This is an optimization exercise on Yosys and OpenROAD, whose aim is small area and a short achievable clock period, not a production implementation.
Function was checked by simulation only, so behaviour that the tests miss may differ from the original.
Power and IR drop assume default switching activity.

==> flow/design.v <==
module fp_add (
  input  logic        clk,
  input  logic        rst,
  input  logic        in_vld,
  input  logic [31:0] a,
  input  logic [31:0] b,
  output logic        sum_vld,
  output logic [31:0] sum
);
  localparam bit CUT1 = 1;   
  localparam bit CUT2 = 1;   
  localparam bit CUT3 = 1;   
  localparam bit CUT4 = 1;   
  localparam bit CUT5 = 1;   
  function automatic logic lt32(input logic [31:0] xa, input logic [31:0] ya);
    logic [31:0] g, e;
    integer w, i;
    g = ~xa & ya;
    e = ~(xa ^ ya);
    for (w = 1; w < 32; w = w * 2)
      for (i = 0; i + w < 32; i = i + 2 * w) begin
        g[i] = g[i + w] | (e[i + w] & g[i]);
        e[i] = e[i + w] & e[i];
      end
    lt32 = g[0];
  endfunction
  function automatic logic [7:0] sub8(input logic [7:0] xa, input logic [7:0] ya);
    logic [8:0] g, p;
    logic [7:0] h;
    integer w, i;
    h = xa ^ ~ya;
    g = {xa & ~ya, 1'b1};
    p = {h, 1'b0};
    for (w = 1; w < 9; w = w * 2)
      for (i = 8; i >= 0; i--)
        if ((i / w) % 2 == 1) begin
          g[i] = g[i] | (p[i] & g[(i / w) * w - 1]);
          p[i] = p[i] & p[(i / w) * w - 1];
        end
    sub8 = h ^ g[7:0];
  endfunction
  function automatic logic [24:0] psum25(input logic [24:0] gi, input logic [24:0] pi,
                                         input logic ci);
    logic [25:0] g, p;
    integer w, i;
    g = {gi, ci};
    p = {pi, 1'b0};
    for (w = 1; w < 26; w = w * 2)
      for (i = 25; i >= 0; i--)
        if ((i / w) % 2 == 1) begin
          g[i] = g[i] | (p[i] & g[(i / w) * w - 1]);
          p[i] = p[i] & p[(i / w) * w - 1];
        end
    psum25 = pi ^ g[24:0];
  endfunction
  logic        swap, sub, ls;
  logic [31:0] x, y;
  logic [8:0]  dab, dba;
  logic [7:0]  dd;
  assign dab  = {1'b0, a[30:23]} - {1'b0, b[30:23]};
  assign dba  = {1'b0, b[30:23]} - {1'b0, a[30:23]};
  assign swap = lt32({24'd0, a[30:23]}, {24'd0, b[30:23]});
  assign x    = swap ? b : a;
  assign y    = swap ? a : b;
  assign dd   = dab[8] ? dba[7:0] : dab[7:0];
  assign sub  = a[31] ^ b[31];
  assign ls   = sub & (a[30:23] == b[30:23]) & lt32({9'd0, a[22:0]}, {9'd0, b[22:0]});
  logic        v1, s1, sub1, ls1, far1;
  logic [7:0]  e1;
  logic [22:0] mx1, my1;
  logic [4:0]  d1;
  if (CUT1) begin : g_cut1
    always_ff @(posedge clk) begin
      if (rst) v1 <= 1'b0;
      else     v1 <= in_vld;
      s1   <= ls ? b[31] : x[31];
      e1   <= x[30:23];
      mx1  <= x[22:0];
      my1  <= y[22:0];
      d1   <= dd[4:0];
      far1 <= dd[7:5] != 3'd0;
      sub1 <= sub;
      ls1  <= ls;
    end
  end else begin : g_nocut1
    assign v1   = in_vld;
    assign s1   = ls ? b[31] : x[31];
    assign e1   = x[30:23];
    assign mx1  = x[22:0];
    assign my1  = y[22:0];
    assign d1   = dd[4:0];
    assign far1 = dd[7:5] != 3'd0;
    assign sub1 = sub;
    assign ls1  = ls;
  end
  logic [23:0] ys;
  logic [24:0] xo, yo, gg, pp;
  assign ys = far1 ? 24'd0 : ({1'b1, my1} >> d1);
  assign xo = {2'b01, mx1} ^ {25{ls1}};
  assign yo = {1'b0, ys} ^ {25{sub1 & ~ls1}};
  assign gg = xo & yo;
  assign pp = xo ^ yo;
  logic        v2, s2, c2;
  logic [7:0]  e2;
  logic [24:0] g2, p2;
  if (CUT2) begin : g_cut2
    always_ff @(posedge clk) begin
      if (rst) v2 <= 1'b0;
      else     v2 <= v1;
      s2 <= s1;
      e2 <= e1;
      g2 <= gg;
      p2 <= pp;
      c2 <= sub1;
    end
  end else begin : g_nocut2
    assign v2 = v1;
    assign s2 = s1;
    assign e2 = e1;
    assign g2 = gg;
    assign p2 = pp;
    assign c2 = sub1;
  end
  logic [24:0] u;
  assign u = psum25(g2, p2, c2);
  logic        v3, s3;
  logic [7:0]  e3;
  logic [24:0] u3;
  if (CUT3) begin : g_cut3
    always_ff @(posedge clk) begin
      if (rst) v3 <= 1'b0;
      else     v3 <= v2;
      s3 <= s2;
      e3 <= e2;
      u3 <= u;
    end
  end else begin : g_nocut3
    assign v3 = v2;
    assign s3 = s2;
    assign e3 = e2;
    assign u3 = u;
  end
  logic [24:0] n1, n2, n3;
  logic [2:0]  lzh;
  logic [3:0] z4;
  assign lzh[2] = u3[24:9] == 16'd0;
  assign lzh[1] = lzh[2] ? u3[8:1] == 8'd0 : u3[24:17] == 8'd0;
  assign z4     = {u3[24:21] == 4'd0, u3[16:13] == 4'd0, u3[8:5] == 4'd0, !u3[0]};
  assign lzh[0] = z4[~lzh[2:1]];
  assign n1     = lzh[2] ? {u3[8:0], 16'd0} : u3;
  assign n2     = lzh[1] ? {n1[16:0], 8'd0} : n1;
  assign n3     = lzh[0] ? {n2[20:0], 4'd0} : n2;
  logic        v4, s4;
  logic [7:0]  e4;
  logic [2:0]  lzh4;
  logic [24:0] n34;
  if (CUT4) begin : g_cut4
    always_ff @(posedge clk) begin
      if (rst) v4 <= 1'b0;
      else     v4 <= v3;
      s4  <= s3;
      e4   <= e3 + 8'd1;
      lzh4 <= lzh;
      n34  <= n3;
    end
  end else begin : g_nocut4
    assign v4  = v3;
    assign s4  = s3;
    assign e4   = e3 + 8'd1;
    assign lzh4 = lzh;
    assign n34  = n3;
  end
  logic [24:0] n4, n5;
  logic [1:0]  lzl;
  assign lzl[1] = n34[24:23] == 2'd0;
  assign n4     = lzl[1] ? {n34[22:0], 2'd0} : n34;
  assign lzl[0] = !n4[24];
  assign n5     = lzl[0] ? {n4[23:0], 1'b0} : n4;
  logic        nz;
  logic [31:0] res;
  assign nz  = n5[24];
  assign res = {s4 & nz, sub8(e4, {3'd0, lzh4, lzl}) & {8{nz}}, n5[23:1]};
  if (CUT5) begin : g_cut5
    always_ff @(posedge clk) begin
      if (rst) sum_vld <= 1'b0;
      else     sum_vld <= v4;
      sum <= res;
    end
  end else begin : g_nocut5
    assign sum_vld = v4;
    assign sum     = res;
  end
endmodule
export LEC_CHECK = 0
export ABC_AREA = 1
export CAP_MARGIN = 20
export CORE_MARGIN = 2
export CORE_UTILIZATION = 40
export CTS_BUF_LIST = sky130_fd_sc_hd__clkbuf_4 sky130_fd_sc_hd__clkbuf_8
export CTS_CLUSTER_DIAMETER = 50
export CTS_CLUSTER_SIZE = 16
export PLACE_DENSITY = 0.6
export SETUP_SLACK_MARGIN = 1.4
export SLEW_MARGIN = 20
create_clock -name core_clock -period 3.5 [get_ports {clk}]
standard.sh (not shown) runs the stock make flow with config.mk's settings and CLKGATE_MAP_FILE= SYNTH_SCRIPT=/design/flow/synth_recipe.tcl, a recipe that flattens the netlist after the stock synthesis.
==> flow/flow/run.sh <==
#!/bin/bash
# The standard layout, with the ports buffered by the smallest plain buffer
# (buf_1) instead of the delay buffer ORFS picks by default.
set -euo pipefail
bash standard.sh BUFFER_PORTS_ARGS="-buffer_cell sky130_fd_sc_hd__buf_1" finish > standard.log 2>&1
Then changed:
--- a/flow/config.mk
+++ b/flow/config.mk
@@ -15,3 +15,3 @@
 export PLACE_DENSITY = 0.6
-export SETUP_SLACK_MARGIN = 1.4
+export SETUP_SLACK_MARGIN = 1.7
 export SLEW_MARGIN = 20
The new run completed with no timing, DRC or antenna violations.
Global-route usage goes up by 1.4 points.
Synthesized area does not change.
Utilization goes up by 8.1 points.
Final area goes up by 18%.
Total power goes up by 14%.
Via count goes up by 8.1%.
Setup slack gains 0.039 ns.
Die area stays the same.
Then changed:
--- a/flow/config.mk
+++ b/flow/config.mk
@@ -14,4 +14,5 @@
 export CTS_CLUSTER_SIZE = 16
+export GPL_ROUTABILITY_DRIVEN = 0
 export PLACE_DENSITY = 0.6
-export SETUP_SLACK_MARGIN = 1.7
+export SETUP_SLACK_MARGIN = 1.3
 export SLEW_MARGIN = 20
Outcome: Via count shrinks by 7.4%; sequential power went down by about 1%; wire length decreases by 20%; maximum frequency went down by 5.6%; hold slack loses 0.011 ns; design area shrinks by 16%; core utilization decreases by 8.4 points; setup slack is worse by 0.11 ns.
Then changed:
--- a/flow/config.mk
+++ b/flow/config.mk
@@ -10,3 +10,3 @@
 export CORE_MARGIN = 2
-export CORE_UTILIZATION = 40
+export CORE_UTILIZATION = 50
 export CTS_BUF_LIST = sky130_fd_sc_hd__clkbuf_4 sky130_fd_sc_hd__clkbuf_8
@@ -14,5 +14,4 @@
 export CTS_CLUSTER_SIZE = 16
-export GPL_ROUTABILITY_DRIVEN = 0
-export PLACE_DENSITY = 0.6
-export SETUP_SLACK_MARGIN = 1.3
+export PLACE_DENSITY = 0.7
+export SETUP_SLACK_MARGIN = 1.5
 export SLEW_MARGIN = 20
Result:
- final area goes up by a few percent
- die area is lower by about a fifth
- worst setup slack is better by 0.088 ns
- power is higher by a few percent
- sequential power hardly moves
- wire length climbs by a few percent
- via count increases by a few percent
- global-route usage came out higher by 4.4 points
- clock skew rises by 0.0071 ns
- critical path depth shrinks by 1
- combinational power climbs by roughly a tenth

-- static timing again, ports no longer ideal --
The results above use ideal ports. As a check the final layouts listed here were re-extracted and re-timed, cells and wires unchanged.
Step 1, drivers: a clkbuf_16 drives clk and a buf_2 each remaining input, both assumed.
Step 2 also shifts input and output timing later by t, the mid clock arrival at the registers, as if the neighbouring blocks saw the same clock.
a / b / c = ideal / step 1 / step 2; a / b = the first two.
| run | t (ns) | slack for setup (ns) | latest minus earliest clock arrival (ns) |
|---|---|---|---|
| the first run | 0.585 | 1.509 / 1.532 / 0.946 | 0.033 / 0.033 |
| the second run | 0.589 | 1.548 / 1.548 / 0.961 | 0.026 / 0.026 |
| the third run | 0.592 | 1.433 / 1.433 / 0.868 | 0.025 / 0.024 |
| the fourth run | 0.585 | 1.521 / 1.521 / 1.003 | 0.031 / 0.031 |
After both steps setup and hold are still met in every run listed. For the second run, which loses most, drivers alone change the setup slack by 0.000 ns; drivers and shift together by -0.587 ns.
